What follows belongs to an exercise in optimizing a design on an open flow for small area; a production flow would make more cautious choices.
At most, simulation tests tie the RTL to the original design; equivalence was not proved.
No driver is modelled on the clock port, so clock power and skew are understated where the tree is cut down; a real chip needs a root buffer or a tree.

## filter_lut
module filter_lut(output [11:0] filtop,
                  input  [7:0]  x,
                  input         clk);
reg [7:0] x1, x2, x3;
always @(posedge clk) begin
  x1 <= x;
  x2 <= x1;
  x3 <= x2;
end
wire c1 = x1 >= 8'd205;   
wire c0 = x  >= 8'd137;   
wire s1, c2;
ha u_s1 (.a(x3[0]), .b(x2[0]), .s(s1), .co(c2));
wire s3, c4;
fa u_s3 (.a(x3[1]), .b(x2[1]), .ci(c2), .s(s3), .co(c4));
wire s5, c6;
fa u_s5 (.a(x3[0]), .b(x3[2]), .ci(x2[2]), .s(s5), .co(c6));
wire s7, c8;
ha u_s7 (.a(s5), .b(c4), .s(s7), .co(c8));
wire s9, c10;
fa u_s9 (.a(x2[0]), .b(x3[1]), .ci(x3[3]), .s(s9), .co(c10));
wire s11, c12;
fa u_s11 (.a(x2[3]), .b(c6), .ci(s9), .s(s11), .co(c12));
wire s13, c14;
ha u_s13 (.a(c8), .b(s11), .s(s13), .co(c14));
wire s15, c16;
fa u_s15 (.a(x2[1]), .b(x3[2]), .ci(x3[4]), .s(s15), .co(c16));
wire s17, c18;
fa u_s17 (.a(x2[4]), .b(c10), .ci(s15), .s(s17), .co(c18));
wire s19, c20;
fa u_s19 (.a(c12), .b(s17), .ci(c14), .s(s19), .co(c20));
wire s21, c22;
fa u_s21 (.a(x2[2]), .b(x3[3]), .ci(x3[5]), .s(s21), .co(c22));
wire s23, c24;
fa u_s23 (.a(x2[5]), .b(c16), .ci(s21), .s(s23), .co(c24));
wire s25, c26;
fa u_s25 (.a(c18), .b(s23), .ci(c20), .s(s25), .co(c26));
wire s27, c28;
fa u_s27 (.a(x2[3]), .b(x3[4]), .ci(x3[6]), .s(s27), .co(c28));
wire s29, c30;
fa u_s29 (.a(x2[6]), .b(c22), .ci(s27), .s(s29), .co(c30));
wire s31, c32;
fa u_s31 (.a(c24), .b(s29), .ci(c26), .s(s31), .co(c32));
wire s33, c34;
  ...
Size: roughly 140 cells after synthesis, about 24 flip-flops, roughly 21 I/O pins, ~0.0020 mm2 of cells after synthesis.
clock: 10.0 ns
lec_check: 0
cap_margin: 20
core_margin: 2
core_utilization: 40
gpl_timing_driven: 0
setup_slack_margin: -0.3
slew_margin: 20
synth_hierarchical: 1
synth_minimum_keep_size: 0
standard.sh (not shown) runs the stock make flow with config.mk's settings and CLKGATE_MAP_FILE= SYNTH_SCRIPT=/design/flow/synth_recipe.tcl, a recipe that flattens the netlist after the stock synthesis.
==> flow/flow/run.sh <==
#!/bin/bash
# The standard ORFS layout (standard.sh) with these changes:
#  - the port buffers that buffer_ports puts on every input and output use the
#    smallest buffer cell (buf_1) instead of the delay-buffer cell it picks by
#    default;
#  - the buffers ABC inserted are removed at floorplan (REMOVE_ABC_BUFFERS);
#  - after floorplan, cells that ABC upsized are set back to their smallest
#    drive strength (flow/downsize.tcl); later repair steps size up as needed;
#  - the clock tree (24 flip-flops) is one clkbuf_16 driven by the clock port
#    (flow/onebuf.tcl, after CTS) instead of a root and two leaf buffers.
set -euo pipefail
here=$(pwd)
export BUFFER_PORTS_ARGS="-buffer_cell sky130_fd_sc_hd__buf_1"
export REMOVE_ABC_BUFFERS=1
export POST_FLOORPLAN_TCL="$here/flow/downsize.tcl"
export CTS_ARGS="-sink_clustering_enable -repair_clock_nets -dont_use_dummy_load"
export POST_CTS_TCL="$here/flow/onebuf.tcl"
bash standard.sh > standard.log 2>&1
Other scripts of this flow, unchanged in this note and not shown: flow/flow/downsize.tcl, flow/flow/onebuf.tcl
Next try:
Settings changed: CORE_UTILIZATION 40 to 75, SETUP_SLACK_MARGIN -0.3 to not set.
Effect:
- The new run produced a clean layout
- routed wire length grows by about 14%
- synthesized area is unchanged
- sequential share of layout area is higher by 0.42 points
- register-to-register slack is about the same
- hold slack barely changes
- critical path depth stays the same
- worst setup slack improved by 0.13 ns
Next try:
Settings changed: CORE_UTILIZATION 75 to 40.
Outcome: Clock-buffer cell count does not change; routed wire length is lower by roughly a tenth; clock skew barely changes; cell count rose by about a fifth.
Next try:
Settings changed: CORE_UTILIZATION 40 to 60.
What happened: Fmax falls by 1.6%; wire length falls by 9.0%; die area falls by 32%; first-iteration DRC count falls by 16%.


build 7:
The RTL this note starts from:
==> flow/design.v <==
module fa(input a, input b, input ci, output s, output co);
assign s = a ^ b ^ ci;
assign co = (a & b) | (a & ci) | (b & ci);
endmodule
module ha(input a, input b, output s, output co);
assign s = a ^ b;
assign co = a & b;
endmodule
module filter_lut(output [11:0] filtop,
                  input  [7:0]  x,
                  input         clk);
reg [7:0] x1, x2, x3;
always @(posedge clk) begin
  x1 <= x;
  x2 <= x1;
  x3 <= x2;
end
wire [7:0] x1n = ~x1;
wire [7:0] x0n = ~x;
wire c1 = x1 >= 8'd205;   
wire c0 = x  >= 8'd137;   
wire s1, c2;
ha u_s1 (.a(x3[0]), .b(x2[0]), .s(s1), .co(c2));
wire s3, c4;
fa u_s3 (.a(x3[1]), .b(x2[1]), .ci(c2), .s(s3), .co(c4));
wire s5, c6;
fa u_s5 (.a(x3[0]), .b(x3[2]), .ci(x2[2]), .s(s5), .co(c6));
wire s7, c8;
ha u_s7 (.a(s5), .b(c4), .s(s7), .co(c8));
wire s9, c10;
fa u_s9 (.a(x2[0]), .b(x3[1]), .ci(x3[3]), .s(s9), .co(c10));
wire s11, c12;
fa u_s11 (.a(x2[3]), .b(c6), .ci(s9), .s(s11), .co(c12));
wire s13, c14;
ha u_s13 (.a(c8), .b(s11), .s(s13), .co(c14));
wire s15, c16;
fa u_s15 (.a(x2[1]), .b(x3[2]), .ci(x3[4]), .s(s15), .co(c16));
wire s17, c18;
fa u_s17 (.a(x2[4]), .b(c10), .ci(s15), .s(s17), .co(c18));
wire s19, c20;
fa u_s19 (.a(c12), .b(s17), .ci(c14), .s(s19), .co(c20));
wire s21, c22;
fa u_s21 (.a(x2[2]), .b(x3[3]), .ci(x3[5]), .s(s21), .co(c22));
wire s23, c24;
fa u_s23 (.a(x2[5]), .b(c16), .ci(s21), .s(s23), .co(c24));
wire s25, c26;
fa u_s25 (.a(c18), .b(s23), .ci(c20), .s(s25), .co(c26));
wire s27, c28;
fa u_s27 (.a(x2[3]), .b(x3[4]), .ci(x3[6]), .s(s27), .co(c28));
wire s29, c30;
fa u_s29 (.a(x2[6]), .b(c22), .ci(s27), .s(s29), .co(c30));
wire s31, c32;
fa u_s31 (.a(c24), .b(s29), .ci(c26), .s(s31), .co(c32));
wire s33, c34;
fa u_s33 (.a(x2[4]), .b(x3[5]), .ci(x3[7]), .s(s33), .co(c34));
wire s35, c36;
fa u_s35 (.a(x2[7]), .b(c28), .ci(s33), .s(s35), .co(c36));
wire s37, c38;
fa u_s37 (.a(c30), .b(s35), .ci(c32), .s(s37), .co(c38));
wire s39, c40;
fa u_s39 (.a(x2[5]), .b(x3[6]), .ci(c34), .s(s39), .co(c40));
wire s41, c42;
fa u_s41 (.a(c36), .b(s39), .ci(c38), .s(s41), .co(c42));
wire s43, c44;
fa u_s43 (.a(x2[6]), .b(x3[7]), .ci(c40), .s(s43), .co(c44));
wire s45, c46;
ha u_s45 (.a(s43), .b(c42), .s(s45), .co(c46));
wire s47 = x2[7] ^ c44 ^ c46;
wire s48, c49;
ha u_s48 (.a(s1), .b(x[0]), .s(s48), .co(c49));
wire s50, c51;
fa u_s50 (.a(x1n[0]), .b(s3), .ci(x[1]), .s(s50), .co(c51));
wire s52 = ~(c49 ^ s50);
wire c53 = c49 | s50;
wire s54, c55;
fa u_s54 (.a(x1n[1]), .b(s7), .ci(x[2]), .s(s54), .co(c55));
wire s56, c57;
fa u_s56 (.a(c51), .b(s54), .ci(c53), .s(s56), .co(c57));
wire s58, c59;
fa u_s58 (.a(x1n[0]), .b(x1n[2]), .ci(s13), .s(s58), .co(c59));
wire s60, c61;
fa u_s60 (.a(x[3]), .b(s58), .ci(c55), .s(s60), .co(c61));
wire s62 = ~(s60 ^ c57);
wire c63 = s60 | c57;
wire s64, c65;
fa u_s64 (.a(x1n[1]), .b(x1n[3]), .ci(x[4]), .s(s64), .co(c65));
wire s66, c67;
fa u_s66 (.a(x0n[0]), .b(c59), .ci(s19), .s(s66), .co(c67));
wire s68, c69;
fa u_s68 (.a(s64), .b(s66), .ci(c61), .s(s68), .co(c69));
wire s70 = ~(s68 ^ c63);
wire c71 = s68 | c63;
wire s72, c73;
fa u_s72 (.a(x1n[2]), .b(x1n[4]), .ci(x[5]), .s(s72), .co(c73));
wire s74, c75;
fa u_s74 (.a(x0n[1]), .b(c65), .ci(s72), .s(s74), .co(c75));
wire s76, c77;
fa u_s76 (.a(s25), .b(c67), .ci(s74), .s(s76), .co(c77));
wire s78, c79;
fa u_s78 (.a(c69), .b(s76), .ci(c71), .s(s78), .co(c79));
wire s80, c81;
fa u_s80 (.a(x1n[3]), .b(x1n[5]), .ci(x[6]), .s(s80), .co(c81));
wire s82, c83;
fa u_s82 (.a(x0n[2]), .b(c73), .ci(s80), .s(s82), .co(c83));
wire s84, c85;
fa u_s84 (.a(c75), .b(s31), .ci(s82), .s(s84), .co(c85));
wire s86, c87;
fa u_s86 (.a(c77), .b(s84), .ci(c79), .s(s86), .co(c87));
wire s88, c89;
fa u_s88 (.a(x1n[4]), .b(x1n[6]), .ci(x[7]), .s(s88), .co(c89));
wire s90, c91;
fa u_s90 (.a(x0n[3]), .b(c81), .ci(s88), .s(s90), .co(c91));
wire s92, c93;
fa u_s92 (.a(c83), .b(s90), .ci(s37), .s(s92), .co(c93));
wire s94, c95;
fa u_s94 (.a(c85), .b(s92), .ci(c87), .s(s94), .co(c95));
wire s96, c97;
fa u_s96 (.a(x1n[5]), .b(x1n[7]), .ci(x0n[4]), .s(s96), .co(c97));
wire s98, c99;
fa u_s98 (.a(c89), .b(s96), .ci(c91), .s(s98), .co(c99));
wire s100, c101;
fa u_s100 (.a(s98), .b(s41), .ci(c93), .s(s100), .co(c101));
wire s102, c103;
ha u_s102 (.a(s100), .b(c95), .s(s102), .co(c103));
wire s104, c105;
fa u_s104 (.a(x1n[6]), .b(x0n[5]), .ci(c97), .s(s104), .co(c105));
wire s106, c107;
fa u_s106 (.a(s104), .b(c99), .ci(s45), .s(s106), .co(c107));
wire s108, c109;
fa u_s108 (.a(c101), .b(s106), .ci(c103), .s(s108), .co(c109));
wire s110 = ~s108;
wire s111, c112;
fa u_s111 (.a(x1n[7]), .b(x0n[6]), .ci(c105), .s(s111), .co(c112));
wire s113, c114;
fa u_s113 (.a(s111), .b(c107), .ci(s47), .s(s113), .co(c114));
wire s115, c116;
fa u_s115 (.a(s113), .b(c109), .ci(s108), .s(s115), .co(c116));
wire s117 = ~s115;
wire s118, c119;
fa u_s118 (.a(c1), .b(x0n[7]), .ci(c0), .s(s118), .co(c119));
wire s120, c121;
fa u_s120 (.a(s118), .b(c112), .ci(c114), .s(s120), .co(c121));
wire s122, c123;
fa u_s122 (.a(s120), .b(c116), .ci(s115), .s(s122), .co(c123));
wire s124 = c119 ^ c121 ^ c123;
wire [10:0] L = {s117, s110, s102, s94, s86, s78, s70, s62, s56, s52, s48};
wire neg = s124;   
wire [10:0] lor;   
assign lor[0] = L[0];
genvar i;
generate for (i = 1; i < 11; i = i + 1) begin : g_or
  assign lor[i] = lor[i-1] | L[i];
end endgenerate
wire [10:0] mag = L ^ ({lor[9:0], 1'b0} & {11{neg}});
assign filtop = {neg | (~lor[10] & (x != 8'd0)), mag};
endmodule
Settings: LEC_CHECK=0, CAP_MARGIN=20, CORE_MARGIN=2, CORE_UTILIZATION=40, CTS_BUF_LIST=sky130_fd_sc_hd__clkbuf_4, GPL_TIMING_DRIVEN=0, SLEW_MARGIN=20, SYNTH_HIERARCHICAL=1, SYNTH_MINIMUM_KEEP_SIZE=0; clock period 10.0 ns.
run.sh (not shown) runs the stock make flow with config.mk's settings and CLKGATE_MAP_FILE= SYNTH_SCRIPT=/design/flow/synth_recipe.tcl, a recipe that flattens the netlist after the stock synthesis.
Stock flow here: none of the scripts above is used.
Build 7: all stages complete, timing, DRC and antenna checks passed
Edits applied to the flow inputs when going from build 7 to build 54:
Settings: GPL_TIMING_DRIVEN removed (was 0).
Setup slack is higher on build 7. The higher net total in the final layout came out of build 54. Build 54 -> build 7: hold slack flat. Summary — total stage count of the critical path, build 54 relative to build 7: lower, by 2. Sort build 54 and build 7 by fraction of final layout cells with drive strength greater than 1, descending, and build 54 comes first. Final period utilization, build 54 and build 7: lower on build 7. Global-route wire length before repair: build 54 vs build 7 down about 1%. Build 7 -> build 54: routability congestion estimate from global placement increased slightly.
[inputs] build 30 vs build 54
Settings: removing CTS_BUF_LIST (formerly sky130_fd_sc_hd__clkbuf_4); setting GPL_TIMING_DRIVEN to 0 for the first time.
==> comparison <==
On die area, build 30 and build 54 are neck and neck. Going from build 54 to build 30, worst setup slack +0.052 ns; max-cap check violation count ~0 delta; first-pass GRT wire length +0.83%; routed wire length -91 um.
For build 19, these inputs were changed with respect to build 30:
==> flow/flow/run.sh (new file) <==
#!/bin/bash
# The standard ORFS layout (standard.sh), except that the port buffers that
# buffer_ports inserts on every input and output use the smallest buffer cell
# (buf_1) instead of the delay-buffer cell it picks by default.
set -euo pipefail
export BUFFER_PORTS_ARGS="-buffer_cell sky130_fd_sc_hd__buf_1"
bash standard.sh > standard.log 2>&1
==> flow/standard.sh (new file) <==
#!/bin/bash
# synth_recipe.tcl (not shown) runs the flow's synth.tcl, then flattens the netlist and writes it again
# the make line also repeats each setting of config.mk as NAME=value (left out here)
make -C /OpenROAD-flow-scripts/flow DESIGN_CONFIG=/design/flow/config.mk WORK_HOME=/design/flow/orfs CLKGATE_MAP_FILE= SYNTH_SCRIPT=/design/flow/synth_recipe.tcl "${@:-finish}"
removed: flow/run.sh
There was hardly any difference in number of buffers added to fix hold violations after cts between build 19 and build 30.
Comparing build 30 against build 19, there is no change at all in I/O pin count.
No functional check of the RTL was part of any run of this note.

static timing again, ports no longer ideal:
The flow's constraints put no driver on any port. The routed layouts listed below were extracted and timed again, unchanged, in two steps.
Step 1 assumes that a clkbuf_16 drives the clock port and a buf_2 every other input.
Step 2, shift: input delay + t, output delay - t, t = (earliest + latest rising clock arrival at the registers) / 2. This alone moves slack from input paths to output paths.
Three values: ideal, step 1, step 2; two values: the first two.
| run | t (ns) | slack for setup (ns) | worst hold slack (ns) |
|---|---|---|---|
| the first run of note 1 | 0.179 | 0.406 / 0.383 / 0.383 | 0.414 / 0.414 / 0.414 |
| the second run of note 1 | 0.176 | 0.537 / 0.508 / 0.508 | 0.411 / 0.411 / 0.411 |
| the third run of note 1 | 0.179 | 0.682 / 0.659 / 0.659 | 0.414 / 0.414 / 0.414 |
| the fourth run of note 1 | 0.174 | 0.531 / 0.508 / 0.508 | 0.402 / 0.402 / 0.402 |
| build 7 | 0.322 | 0.270 / 0.247 / 0.247 | 0.359 / 0.359 / 0.359 |
| build 54 | 0.327 | 0.218 / 0.189 / 0.189 | 0.358 / 0.358 / 0.358 |
| build 30 | 0.279 | 0.270 / 0.247 / 0.247 | 0.353 / 0.353 / 0.353 |
| build 19 | 0.284 | 0.508 / 0.484 / 0.484 | 0.356 / 0.356 / 0.356 |
After both steps setup and hold are still met in every run listed.
